Source: an optimization exercise on an open RTL-to-GDS flow (aim: small area). Production flows keep margins and buffers that such runs may drop.
RTL that was checked went through simulation tests only; none was proved equivalent to the original.
No activity file was given, so power comes from the tool's default toggle rates.

==> inputs of job 2404 <==
// LT24Top
module LT24Top (
    input              clock,
    input              globalReset,
    output             resetApp,
    output             LT24_WRn,
    output             LT24_RDn,
    output             LT24_CSn,
    output             LT24_RS,
    output             LT24_RESETn,
    output [     15:0] LT24_D,
    output             LT24_LCD_ON
);
assign LT24_RDn    = 1'b1;
assign LT24_CSn    = 1'b0;
assign LT24_LCD_ON = 1'b1;
reg [3:0] resetSync;
always @(posedge clock or posedge globalReset)
    if (globalReset) resetSync <= 4'hF;
    else             resetSync <= {resetSync[2:0], 1'b0};
wire reset = resetSync[3];
assign LT24_RESETn = ~reset;
reg [12:0] q;
reg        run;
always @(posedge clock or posedge reset)
    if (reset) begin
        q   <= 13'd3072;
        run <= 1'b0;
    end else begin
        q <= q + 13'd1;
        if (q[12:8] == 5'd0) run <= 1'b1;
    end
assign resetApp = reset | ~run;
wire [6:0] romIdx = q[7:1];
wire romHi   = (q[12:8] == 5'h1F);
wire romLast = (q[12:8] == 5'h00);
wire romOn   = (romIdx[6]|(romIdx[5]|(romIdx[4]&(romIdx[3]&(romIdx[2]|romIdx[1])))));
reg [8:0] romWord;
always @(*) begin
    case (romIdx)
        7'd26: romWord = 9'h0ef;
        7'd27: romWord = 9'h103;
  ...
export LEC_CHECK = 0
export CAP_MARGIN = 20
export CORE_MARGIN = 2
export CORE_UTILIZATION = 40
export CTS_BUF_LIST = sky130_fd_sc_hd__clkbuf_8
export CTS_CLUSTER_SIZE = 30
export PLACE_DENSITY = 0.6
export SLEW_MARGIN = 20
create_clock -name core_clock -period 20.0 [get_ports {clock}]
run.sh (not shown) runs the stock make flow with config.mk's settings and CLKGATE_MAP_FILE= SYNTH_SCRIPT=/design/flow/synth_recipe.tcl, a recipe that flattens the netlist after the stock synthesis.
==> inputs of job 2894, as changes to job 2404 <==
- CTS_BUF_LIST: sky130_fd_sc_hd__clkbuf_8 -> sky130_fd_sc_hd__clkbuf_4
- CTS_CLUSTER_SIZE: 30 -> 20
==> notes.md <==
quantity	job 2894	job 2404
Result of the run	complete, no violations	complete, no violations
Wire length of the first global-routing pass	72300 um	72300 um
Post-Layout Cell Count	2321	2285
Net count of the finished layout	1908	1890
Area share of buffers outside the clock network	2.38%	2.38%
Final worst clock skew	0.0568 ns	0.0294 ns
Layout overhead on the synthesized area	7.80%	7.96%
Fin crit share	44.0%	43.2%
Total Routing Usage GR	23.3%	23.3%
Critical path arrival	4.80 ns	4.63 ns
Summed area of non-filler cells in the final layout	16100 um^2	16100 um^2
Number of DRC markers after the initial detailed-route iteration	1309	1336
Internal power summed over all cells	0.654 mW	0.674 mW
Skew-Pair Late Insertion Delay	0.73 ns	0.57 ns
Inserted Clock Buffers	55	37
Layout cells sized above 1	9.67%	8.04%
Total met3 wirelength after detailed routing	3610 um	3540 um
Endpoint with the worst hold slack	ring[86]	ring[53]
Part of the total power dissipated in sequential elements	52.0%	50.7%
Design Power	0.856 mW	0.879 mW
Global-route met1 utilization	32.7%	32.8%
Clock period minus final worst setup slack	8.80 ns	8.63 ns
Final Routed Wirelength	45600 um	45900 um
No functional check of the RTL was part of any run of this note.


==> exp/garnet: inputs <==
Another version of the RTL of LT24Top (not shown whole).
export LEC_CHECK = 0
export CAP_MARGIN = 20
export CORE_MARGIN = 2
export CORE_UTILIZATION = 40
export CTS_BUF_LIST = sky130_fd_sc_hd__clkbuf_8
export CTS_CLUSTER_DIAMETER = 60
export CTS_CLUSTER_SIZE = 16
export PLACE_DENSITY = 0.6
export SLEW_MARGIN = 20
create_clock -name core_clock -period 20.0 [get_ports {clock}]
standard.sh (not shown) runs the stock make flow with config.mk's settings and CLKGATE_MAP_FILE= SYNTH_SCRIPT=/design/flow/synth_recipe.tcl, a recipe that flattens the netlist after the stock synthesis.
==> flow/flow/run.sh <==
#!/bin/bash
# Layout flow: the standard synthesis, then an area-oriented re-mapping of
# its combinational logic (every register and adder cell kept as the
# standard synthesis made it, same instance names and cell types), then the
# standard layout from floorplan to finish on that netlist.
set -e
set -o pipefail
HERE=$(pwd)
RES=$HERE/orfs/results/$FLOW_PLATFORM/LT24Top/base
LIB=$FLOW_HOME/platforms/$FLOW_PLATFORM/lib/sky130_fd_sc_hd__tt_025C_1v80.lib

YOSYS=""
for c in "${YOSYS_EXE:-}" "$FLOW_HOME/../tools/install/yosys/bin/yosys" "$(command -v yosys || true)"; do
    if [ -n "$c" ] && [ -x "$c" ]; then YOSYS=$c; break; fi
done
[ -n "$YOSYS" ] || { echo "no yosys found"; exit 1; }

# 1. standard synthesis
bash standard.sh synth > "$HERE/1_standard_synth.log" 2>&1
cp "$RES/1_2_yosys.v" "$HERE/1_2_yosys_standard.v"

# 2. re-map the combinational logic for area
cat > "$HERE/reopt.abc" <<'EOS'
strash; &get -n; &deepsyn -T 60; &put; dch -f; amap; topo; dnsize -c
EOS
cat > "$HERE/reopt.ys" <<EOS
read_liberty -ignore_miss_func $LIB
read_verilog $HERE/1_2_yosys_standard.v
blackbox sky130_fd_sc_hd__df* sky130_fd_sc_hd__ed* sky130_fd_sc_hd__sdf* sky130_fd_sc_hd__dl* sky130_fd_sc_hd__fa_* sky130_fd_sc_hd__ha_* sky130_fd_sc_hd__conb_*
hierarchy -top $FLOW_TOP
flatten
opt_clean
stat -liberty $LIB
abc -script $HERE/reopt.abc -liberty $LIB -dont_use sky130_fd_sc_hd__probe_p_8 -dont_use sky130_fd_sc_hd__probec_p_8 -dont_use sky130_fd_sc_hd__lpflow_*
opt_clean -purge
hierarchy -top $FLOW_TOP
stat -liberty $LIB
write_verilog -noattr -nohex -nodec $HERE/1_2_yosys_reopt.v
EOS
"$YOSYS" -s "$HERE/reopt.ys" > "$HERE/2_reopt_yosys.log" 2>&1

# registers and adder cells must be unchanged
grep -E "sky130_fd_sc_hd__(df|ed|sdf|dl|fa_|ha_|conb)" "$HERE/1_2_yosys_standard.v" | awk '{print $1, $2}' | sort > "$HERE/regs_standard.txt"
grep -E "sky130_fd_sc_hd__(df|ed|sdf|dl|fa_|ha_|conb)" "$HERE/1_2_yosys_reopt.v" | awk '{print $1, $2}' | sort > "$HERE/regs_reopt.txt"
cmp "$HERE/regs_standard.txt" "$HERE/regs_reopt.txt"

cp "$HERE/1_2_yosys_reopt.v" "$RES/1_2_yosys.v"
rm -f "$RES/1_synth.odb" "$RES/1_synth.sdc"

# 3. standard layout from the re-mapped netlist
bash standard.sh finish > "$HERE/3_standard_finish.log" 2>&1
==> exp/delta: changes against exp/garnet <==
==> flow/run.sh (new file) <==
#!/bin/bash
# synth_recipe.tcl (not shown) runs the flow's synth.tcl, then flattens the netlist and writes it again
# the make line also repeats each setting of config.mk as NAME=value (left out here)
make -C /OpenROAD-flow-scripts/flow DESIGN_CONFIG=/design/flow/config.mk WORK_HOME=/design/flow/orfs CLKGATE_MAP_FILE= SYNTH_SCRIPT=/design/flow/synth_recipe.tcl finish
CTS_BUF_LIST = sky130_fd_sc_hd__clkbuf_16   (was sky130_fd_sc_hd__clkbuf_8)
CTS_CLUSTER_DIAMETER = 100   (was 60)
CTS_CLUSTER_SIZE = 24   (was 16)
removed: flow/flow/run.sh
removed: flow/standard.sh
==> exp/nickel: changes against exp/garnet <==
CTS_BUF_LIST = unset   (was sky130_fd_sc_hd__clkbuf_8)
CTS_CLUSTER_DIAMETER = unset   (was 60)
CTS_CLUSTER_SIZE = unset   (was 16)
==> notes.md <==
Reg-to-reg startpoint: exp/nickel carL[1]$_DFF_PP0_; exp/garnet carL[1]$_DFF_PP0_; exp/delta ring[131]$_DFF_P_
Internal power of the cells: exp/nickel 724.1 µW; exp/garnet 571.2 µW; exp/delta 598.0 µW
Power in sequential cells: exp/nickel 450 µW; exp/garnet 449 µW; exp/delta 450 µW
Pleak: exp/nickel 5.279 nW; exp/garnet 5.107 nW; exp/delta 6.014 nW
Routed via count divided by cell count: exp/nickel 5.864; exp/garnet 5.901; exp/delta 6.038
Number of well taps: exp/nickel 390; exp/garnet 390; exp/delta 461
Final cell utilization of the core: exp/nickel 46.05%; exp/garnet 44.78%; exp/delta 42.99%
Placed instance count: exp/nickel 1894; exp/garnet 1894; exp/delta 2107
Worst slew slack as a fraction of its limit: exp/nickel 27.33%; exp/garnet 32.13%; exp/delta 34.35%
Iteration count of the initial detailed-routing pass: exp/nickel 5; exp/garnet 6; exp/delta 5
Latest clock arrival within the worst-skew pair: exp/nickel 0.53 ns; exp/garnet 0.58 ns; exp/delta 0.50 ns
Max frequency: exp/nickel 112.6 MHz; exp/garnet 112.3 MHz; exp/delta 116.4 MHz
Run status: exp/nickel complete, no violations; exp/garnet complete, no violations; exp/delta complete, no violations
Number of buffers outside the clock class in the layout: exp/nickel 28; exp/garnet 28; exp/delta 40
Final instance area: exp/nickel 13650 µm²; exp/garnet 13270 µm²; exp/delta 15250 µm²
Peak ir drop on the vdd network: exp/nickel 0.05667 mV; exp/garnet 0.06138 mV; exp/delta 0.07614 mV
PD cells: exp/nickel 66.25 nW/µm²; exp/garnet 55.77 nW/µm²; exp/delta 49.49 nW/µm²
Gate Count Post-Synth: exp/nickel 1474; exp/garnet 1474; exp/delta 1731
Met3 routing resource usage after global routing: exp/nickel 4.177%; exp/garnet 4.049%; exp/delta 2.946%
Row Count: exp/nickel 63; exp/garnet 63; exp/delta 69
Half-perimeter wire length after placement: exp/nickel 28440 µm; exp/garnet 28440 µm; exp/delta 29000 µm
Count of filler cells inserted in the layout: exp/nickel 2988; exp/garnet 3020; exp/delta 3536
Post-route insts no fill: exp/nickel 1937; exp/garnet 1931; exp/delta 2129
Cell depth of the worst setup path: exp/nickel 9; exp/garnet 9; exp/delta 8
Switching power share of the total: exp/nickel 19.92%; exp/garnet 22.85%; exp/delta 20.79%
Iteration-0 DRC count of the detailed router: exp/nickel 1106; exp/garnet 1000; exp/delta 1320


==> inputs of v11 <==
Another version of the RTL of LT24Top (not shown whole).
==> flow/config.mk <==
export PLATFORM = sky130hd
export DESIGN_NAME = LT24Top
export DESIGN_NICKNAME = LT24Top
export VERILOG_FILES = /design/flow/design.v
export SDC_FILE = /design/flow/constraint.sdc
export NUM_CORES = 4
export LEC_CHECK = 0
export CAP_MARGIN = 20
export CORE_MARGIN = 2
export CORE_UTILIZATION = 55
export CTS_BUF_LIST = sky130_fd_sc_hd__clkbuf_16
export CTS_CLUSTER_DIAMETER = 100
export CTS_CLUSTER_SIZE = 24
export PLACE_DENSITY = 0.7
export SLEW_MARGIN = 20
==> flow/constraint.sdc <==
create_clock -name core_clock -period 20.0 [get_ports {clock}]
set_input_delay 4.0000 -clock core_clock [delete_from_list [all_inputs] [get_ports {clock}]]
set_output_delay 4.0000 -clock core_clock [all_outputs]
set_load 0.01 [all_outputs]
==> flow/flow/run.sh <==
#!/bin/bash
# Layout flow: the standard synthesis, then an area-oriented re-mapping of
# its combinational logic (every register kept as the
# standard synthesis made it, same instance names and cell types), then the
# standard layout from floorplan to finish on that netlist.
set -e
set -o pipefail
HERE=$(pwd)
RES=$HERE/orfs/results/$FLOW_PLATFORM/LT24Top/base
LIB=$FLOW_HOME/platforms/$FLOW_PLATFORM/lib/sky130_fd_sc_hd__tt_025C_1v80.lib

YOSYS=""
for c in "${YOSYS_EXE:-}" "$FLOW_HOME/../tools/install/yosys/bin/yosys" "$(command -v yosys || true)"; do
    if [ -n "$c" ] && [ -x "$c" ]; then YOSYS=$c; break; fi
done
[ -n "$YOSYS" ] || { echo "no yosys found"; exit 1; }

# 1. standard synthesis
bash standard.sh synth > "$HERE/1_standard_synth.log" 2>&1
cp "$RES/1_2_yosys.v" "$HERE/1_2_yosys_standard.v"

# 2. re-map the combinational logic for area
cat > "$HERE/reopt.abc" <<'EOS'
strash; &get -n; &deepsyn -T 60; &put; dch -f; amap; topo; dnsize -c
EOS
cat > "$HERE/reopt.ys" <<EOS
read_liberty -ignore_miss_func $LIB
read_verilog $HERE/1_2_yosys_standard.v
blackbox sky130_fd_sc_hd__df* sky130_fd_sc_hd__ed* sky130_fd_sc_hd__sdf* sky130_fd_sc_hd__dl* sky130_fd_sc_hd__conb_*
hierarchy -top $FLOW_TOP
flatten
opt_clean
stat -liberty $LIB
abc -script $HERE/reopt.abc -liberty $LIB -dont_use sky130_fd_sc_hd__probe_p_8 -dont_use sky130_fd_sc_hd__probec_p_8 -dont_use sky130_fd_sc_hd__lpflow_*
opt_clean -purge
hierarchy -top $FLOW_TOP
stat -liberty $LIB
write_verilog -noattr -nohex -nodec $HERE/1_2_yosys_reopt.v
EOS
"$YOSYS" -s "$HERE/reopt.ys" > "$HERE/2_reopt_yosys.log" 2>&1

# registers must be unchanged
grep -E "sky130_fd_sc_hd__(df|edf|sdf|dlx|dlr|dlclkp|sdlclkp)" "$HERE/1_2_yosys_standard.v" | awk '{print $1, $2}' | sort > "$HERE/regs_standard.txt"
grep -E "sky130_fd_sc_hd__(df|edf|sdf|dlx|dlr|dlclkp|sdlclkp)" "$HERE/1_2_yosys_reopt.v" | awk '{print $1, $2}' | sort > "$HERE/regs_reopt.txt"
cmp "$HERE/regs_standard.txt" "$HERE/regs_reopt.txt"

cp "$HERE/1_2_yosys_reopt.v" "$RES/1_2_yosys.v"
rm -f "$RES/1_synth.odb" "$RES/1_synth.sdc"

# 3. standard layout from the re-mapped netlist
bash standard.sh finish > "$HERE/3_standard_finish.log" 2>&1
==> inputs of v29, as changes to v11 <==
- CORE_UTILIZATION: 55 -> 40
- GPL_TIMING_DRIVEN: default -> 0
- PLACE_DENSITY: 0.7 -> 0.6
==> comparison table <==
item	v29	v11
Crit path arrival time	4570 ps	4460 ps
Finished Core Util	46.4%	62.5%
Status	finished clean	finished clean
Register share of total power	50.3%	51.7%
Worst rel slew slack	35.3%	21.6%
Global-route usage over all layers	27.2%	36.9%
Met3 global-route usage	4.24%	9.81%
Final-stage net count	1,424	1,427
Share of total power in the clock network	49.5%	48.0%
Crit share post-route	42.8%	42.3%
Transition time at the pin with the least slew margin	961 ps	1170 ps
Wire length of the first global-routing pass	55,900 um	56,800 um
Slack of the worst reg-to-reg path	11,590 ps	12,620 ps
Power density over the cells	66.6 nW/um2	65.8 nW/um2
IR drop worst, VDD	0.0522 mV	0.0910 mV
Routed met1 length	15,200 um	13,800 um
Met1 capacity usage during global routing	37.6%	47.5%
R2R cell count	25	24
Fraction of power spent switching nets	25.9%	23.7%
Detailed placement HPWL	26,400 um	26,200 um
Iteration-0 DRC count of the detailed router	1,292	1,940


==> 12-16 <==
LT24Top again, from the RTL that the note above started with.
==> flow/config.mk <==
export PLATFORM = sky130hd
export DESIGN_NAME = LT24Top
export DESIGN_NICKNAME = LT24Top
export VERILOG_FILES = /design/flow/design.v
export SDC_FILE = /design/flow/constraint.sdc
export NUM_CORES = 4
export LEC_CHECK = 0
export CAP_MARGIN = 20
export CORE_MARGIN = 2
export CORE_UTILIZATION = 40
export CTS_BUF_LIST = sky130_fd_sc_hd__clkbuf_16
export CTS_CLUSTER_DIAMETER = 100
export CTS_CLUSTER_SIZE = 24
export PLACE_DENSITY = 0.6
export SLEW_MARGIN = 20
==> flow/constraint.sdc <==
create_clock -name core_clock -period 20.0 [get_ports {clock}]
set_input_delay 4.0000 -clock core_clock [delete_from_list [all_inputs] [get_ports {clock}]]
set_output_delay 4.0000 -clock core_clock [all_outputs]
set_load 0.01 [all_outputs]
Scripts as last shown in full above: flow/flow/run.sh
==> 12-21: changes against 12-16 <==
--- a/flow/flow/run.sh
+++ b/flow/flow/run.sh
@@ -17,15 +17,15 @@
 
 # 1. standard synthesis
 bash standard.sh synth > "$HERE/1_standard_synth.log" 2>&1
 cp "$RES/1_2_yosys.v" "$HERE/1_2_yosys_standard.v"
 
 # 2. re-map the combinational logic for area
 cat > "$HERE/reopt.abc" <<'EOS'
-strash; &get -n; &deepsyn -T 60; &put; dch -f; amap; topo; dnsize -c
+strash; &get -n; &deepsyn -T 150; &put; dch -f; amap; topo; dnsize -c
 EOS
 cat > "$HERE/reopt.ys" <<EOS
 read_liberty -ignore_miss_func $LIB
 read_verilog $HERE/1_2_yosys_standard.v
 blackbox sky130_fd_sc_hd__df* sky130_fd_sc_hd__ed* sky130_fd_sc_hd__sdf* sky130_fd_sc_hd__dl* sky130_fd_sc_hd__conb_*
 hierarchy -top $FLOW_TOP
 flatten
==> 11-18: changes against 12-16 <==
--- a/flow/design.v
+++ b/flow/design.v
@@ -177,14 +177,15 @@
             3'd7: ls <= 3'd2;
         endcase
     end else begin
         lc <= lc + 19'd1;
     end
 wire lSeen  = (lc[18]|(lc[17]|(lc[16]&(lc[15]|lc[14]))));
 wire lGreen = lSeen & ~(lc[18]|(lc[17]&(lc[16]&(lc[15]|(lc[14]|lc[13])))));
+wire lAhead = (lc[18]|(lc[17]|(lc[16]&(lc[15]|(lc[14]|(lc[13]&(lc[12]&(lc[11]&(lc[10]&(lc[9]&(lc[8]&(lc[7]&(lc[6]&(lc[5]&(lc[4]&(lc[3]|lc[2]))))))))))))))));
 wire go_z1L = ((ls==3'd4));
 wire go_z1C = ((ls==3'd3));
 wire go_z1R = ((ls==3'd0)|(ls==3'd4)|(ls==3'd5)|(ls==3'd6)|(ls==3'd7));
 wire go_z1P = ((ls==3'd1)|(ls==3'd2));
 wire go_z2L = ((ls==3'd0)|(ls==3'd5)|(ls==3'd7));
 wire go_z2C = ((ls==3'd4));
 wire go_z2R = ((ls==3'd0)|(ls==3'd1)|(ls==3'd2)|(ls==3'd5)|(ls==3'd6)|(ls==3'd7));
@@ -222,16 +223,21 @@
 wire [1:0]   hSeg = hS3 ? 2'd3 : hop ? (hM[0] ? 2'd2 : 2'd1) : 2'd0;
 reg  [9:0]   headNext;
 always @(posedge clock) ring <= {ring[109:0], headNext};
 wire inWin  = ~(q[3] & q[2]);                   
 wire updWin = run & (q[10:4] == 7'd13);
 wire upd    = updWin & inWin;
 wire par    = ~q[11];
-wire [4:0] aheadNeed = {1'b0, q[3:0]} + 5'd5;
-wire seenFut = lSeen | ((lc[18:4] == 15'h13FF) & ({1'b0, lc[3:0]} >= aheadNeed));
+reg  [2:0] snapLs;
+reg        snapSeen;
+always @(posedge clock)
+    if (run & (q[10:0] == 11'd207)) begin
+        snapLs   <= ls;
+        snapSeen <= lAhead;
+    end
 reg [8:0] tE;
 always @(*) begin
     case ({carId, hSeg})
         6'd4: tE = 9'd149;
         6'd5: tE = 9'd0;
         6'd6: tE = 9'd0;
         6'd7: tE = 9'd319;
@@ -446,26 +452,26 @@
         2'd2: begin tStart = 9'd6; tStop = 9'd51; end
         2'd3: begin tStart = 9'd313; tStop = 9'd227; end
     endcase
 end
 reg bCar;
 always @(*) begin
     case (carId)
-        4'd1: bCar = seenFut ? ((ls==3'd4)) : ((ls==3'd0)|(ls==3'd1)|(ls==3'd5));
-        4'd2: bCar = seenFut ? ((ls==3'd3)) : ((ls==3'd4));
-        4'd3: bCar = seenFut ? ((ls==3'd0)|(ls==3'd4)|(ls==3'd5)|(ls==3'd6)|(ls==3'd7)) : ((ls==3'd2)|(ls==3'd5)|(ls==3'd6)|(ls==3'd7));
-        4'd5: bCar = seenFut ? ((ls==3'd0)|(ls==3'd5)|(ls==3'd7)) : ((ls==3'd0)|(ls==3'd1)|(ls==3'd2)|(ls==3'd6));
-        4'd6: bCar = seenFut ? ((ls==3'd4)) : ((ls==3'd5));
-        4'd7: bCar = seenFut ? ((ls==3'd0)|(ls==3'd1)|(ls==3'd2)|(ls==3'd5)|(ls==3'd6)|(ls==3'd7)) : ((ls==3'd2)|(ls==3'd3)|(ls==3'd6)|(ls==3'd7));
-        4'd9: bCar = seenFut ? ((ls==3'd1)|(ls==3'd2)) : ((ls==3'd0)|(ls==3'd1)|(ls==3'd3));
-        4'd10: bCar = seenFut ? ((ls==3'd3)|(ls==3'd5)) : ((ls==3'd4)|(ls==3'd6));
-        4'd11: bCar = seenFut ? ((ls==3'd1)|(ls==3'd2)|(ls==3'd3)) : ((ls==3'd3)|(ls==3'd4));
-        4'd13: bCar = seenFut ? ((ls==3'd0)|(ls==3'd6)|(ls==3'd7)) : ((ls==3'd0)|(ls==3'd1)|(ls==3'd2)|(ls==3'd7));
-        4'd14: bCar = seenFut ? ((ls==3'd0)|(ls==3'd1)|(ls==3'd2)|(ls==3'd6)|(ls==3'd7)) : ((ls==3'd2)|(ls==3'd3)|(ls==3'd7));
-        4'd15: bCar = seenFut ? ((ls==3'd3)|(ls==3'd4)) : ((ls==3'd4)|(ls==3'd5));
+        4'd1: bCar = snapSeen ? ((snapLs==3'd4)) : ((snapLs==3'd0)|(snapLs==3'd1)|(snapLs==3'd5));
+        4'd2: bCar = snapSeen ? ((snapLs==3'd3)) : ((snapLs==3'd4));
+        4'd3: bCar = snapSeen ? ((snapLs==3'd0)|(snapLs==3'd4)|(snapLs==3'd5)|(snapLs==3'd6)|(snapLs==3'd7)) : ((snapLs==3'd2)|(snapLs==3'd5)|(snapLs==3'd6)|(snapLs==3'd7));
+        4'd5: bCar = snapSeen ? ((snapLs==3'd0)|(snapLs==3'd5)|(snapLs==3'd7)) : ((snapLs==3'd0)|(snapLs==3'd1)|(snapLs==3'd2)|(snapLs==3'd6));
+        4'd6: bCar = snapSeen ? ((snapLs==3'd4)) : ((snapLs==3'd5));
+        4'd7: bCar = snapSeen ? ((snapLs==3'd0)|(snapLs==3'd1)|(snapLs==3'd2)|(snapLs==3'd5)|(snapLs==3'd6)|(snapLs==3'd7)) : ((snapLs==3'd2)|(snapLs==3'd3)|(snapLs==3'd6)|(snapLs==3'd7));
+        4'd9: bCar = snapSeen ? ((snapLs==3'd1)|(snapLs==3'd2)) : ((snapLs==3'd0)|(snapLs==3'd1)|(snapLs==3'd3));
+        4'd10: bCar = snapSeen ? ((snapLs==3'd3)|(snapLs==3'd5)) : ((snapLs==3'd4)|(snapLs==3'd6));
+        4'd11: bCar = snapSeen ? ((snapLs==3'd1)|(snapLs==3'd2)|(snapLs==3'd3)) : ((snapLs==3'd3)|(snapLs==3'd4));
+        4'd13: bCar = snapSeen ? ((snapLs==3'd0)|(snapLs==3'd6)|(snapLs==3'd7)) : ((snapLs==3'd0)|(snapLs==3'd1)|(snapLs==3'd2)|(snapLs==3'd7));
+        4'd14: bCar = snapSeen ? ((snapLs==3'd0)|(snapLs==3'd1)|(snapLs==3'd2)|(snapLs==3'd6)|(snapLs==3'd7)) : ((snapLs==3'd2)|(snapLs==3'd3)|(snapLs==3'd7));
+        4'd15: bCar = snapSeen ? ((snapLs==3'd3)|(snapLs==3'd4)) : ((snapLs==3'd4)|(snapLs==3'd5));
         default: bCar = 1'bx;
     endcase
 end
 wire atStop  = (hSeg == 2'd0) & (hM == tStop);
 wire segEnd  = hSeg[0] ^ hSeg[1] | (hM == tE);
 wire [8:0] hStep = hM + {{8{~tDir}}, 1'b1};
 always @(*) begin
- CAP_MARGIN: 20 -> 5
- CORE_UTILIZATION: 40 -> 55
- CTS_BUF_LIST: sky130_fd_sc_hd__clkbuf_16 -> sky130_fd_sc_hd__clkbuf_8
- CTS_CLUSTER_DIAMETER: 100 -> 80
- CTS_CLUSTER_SIZE: 24 -> 16
- PLACE_DENSITY: 0.6 -> 0.7
- SLEW_MARGIN: 20 -> 5
==> impl_metrics.yaml <==
outcome:
  status: "complete, no violations"
power_and_ir_drop:
  power_uw: 645.1
  switching_power_uw: 159.7
setup_path:
  r2r_slack_ps: 11600
  cp-endpoint: "LT24_D[5]"
die:
  chipHeight_um: 140.0
cells_and_area:
  post-route-cell-area_um2: 11130
placement:
  finalWeightedCongestion: 1.072
timing:
  max_slew_margin: 0.3200
  min_period_over_period: 0.4453
logic_synthesis:
  synth_area_per_cell_um2: 7.387
global_route:
  use_met3: 0.08581
the above is filed under 11-18

==> impl_metrics.yaml <==
setup_path:
  r2r_slack_ps: 12490
  cp-endpoint: "LT24_D[6]"
die:
  chipHeight_um: 162.2
timing:
  min_period_over_period: 0.4378
  max_slew_margin: 0.3493
power_and_ir_drop:
  switching_power_uw: 191.8
outcome:
  status: "complete, no violations"
cells_and_area:
  post-route-cell-area_um2: 11330
logic_synthesis:
  synth_area_per_cell_um2: 7.271
placement:
  finalWeightedCongestion: 1.011
the above is filed under 12-21

==> impl_metrics.yaml <==
outcome:
  status: "complete, no violations"
setup_path:
  r2r_slack_ps: 12490
logic_synthesis:
  synth_area_per_cell_um2: 7.271
global_route:
  use_met3: 0.04877
power_and_ir_drop:
  switching_power_uw: 191.8
  power_uw: 750.8
cells_and_area:
  post-route-cell-area_um2: 11330
placement:
  finalWeightedCongestion: 1.011
timing:
  max_slew_margin: 0.3493
die:
  chipHeight_um: 162.2
the above is filed under 12-16

port drivers added, routing unchanged:
The results above use ideal ports. As a check the final layouts listed here were re-extracted and re-timed, cells and wires unchanged. Step 1 assumes that a clkbuf_16 drives the clock port and a buf_2 every other input. Step 2 adds t to the input delays and takes it off the output delays; t is the mean of the earliest and latest rising clock arrival at the registers after step 1. Input paths then give back, and output paths get back, about the clock's delay inside the block. Three values: ideal ports, drivers, drivers and shift; two values: the first two.
run | t (ns) | setup WS [ns] | clock arrival spread, ns
job 2404 | 0.597 | 11.368 / 11.322 / 11.919 | 0.029 / 0.029
job 2894 | 0.754 | 11.198 / 11.149 / 11.902 | 0.061 / 0.061
exp/garnet | 0.605 | 11.093 / 11.046 / 11.652 | 0.039 / 0.039
exp/delta | 0.538 | 11.411 / 11.362 / 11.899 | 0.025 / 0.025
exp/nickel | 0.569 | 11.121 / 11.075 / 11.643 | 0.019 / 0.019
v11 | 0.494 | 11.544 / 11.494 / 11.988 | 0.013 / 0.014
v29 | 0.495 | 11.434 / 11.382 / 11.589 | 0.017 / 0.018
12-16 | 0.483 | 11.243 / 11.196 / 11.679 | 0.022 / 0.023
12-21 | 0.483 | 11.243 / 11.196 / 11.679 | 0.022 / 0.023
11-18 | 0.499 | 11.094 / 11.051 / 11.550 | 0.024 / 0.024
After both steps setup and hold are still met in every run listed.
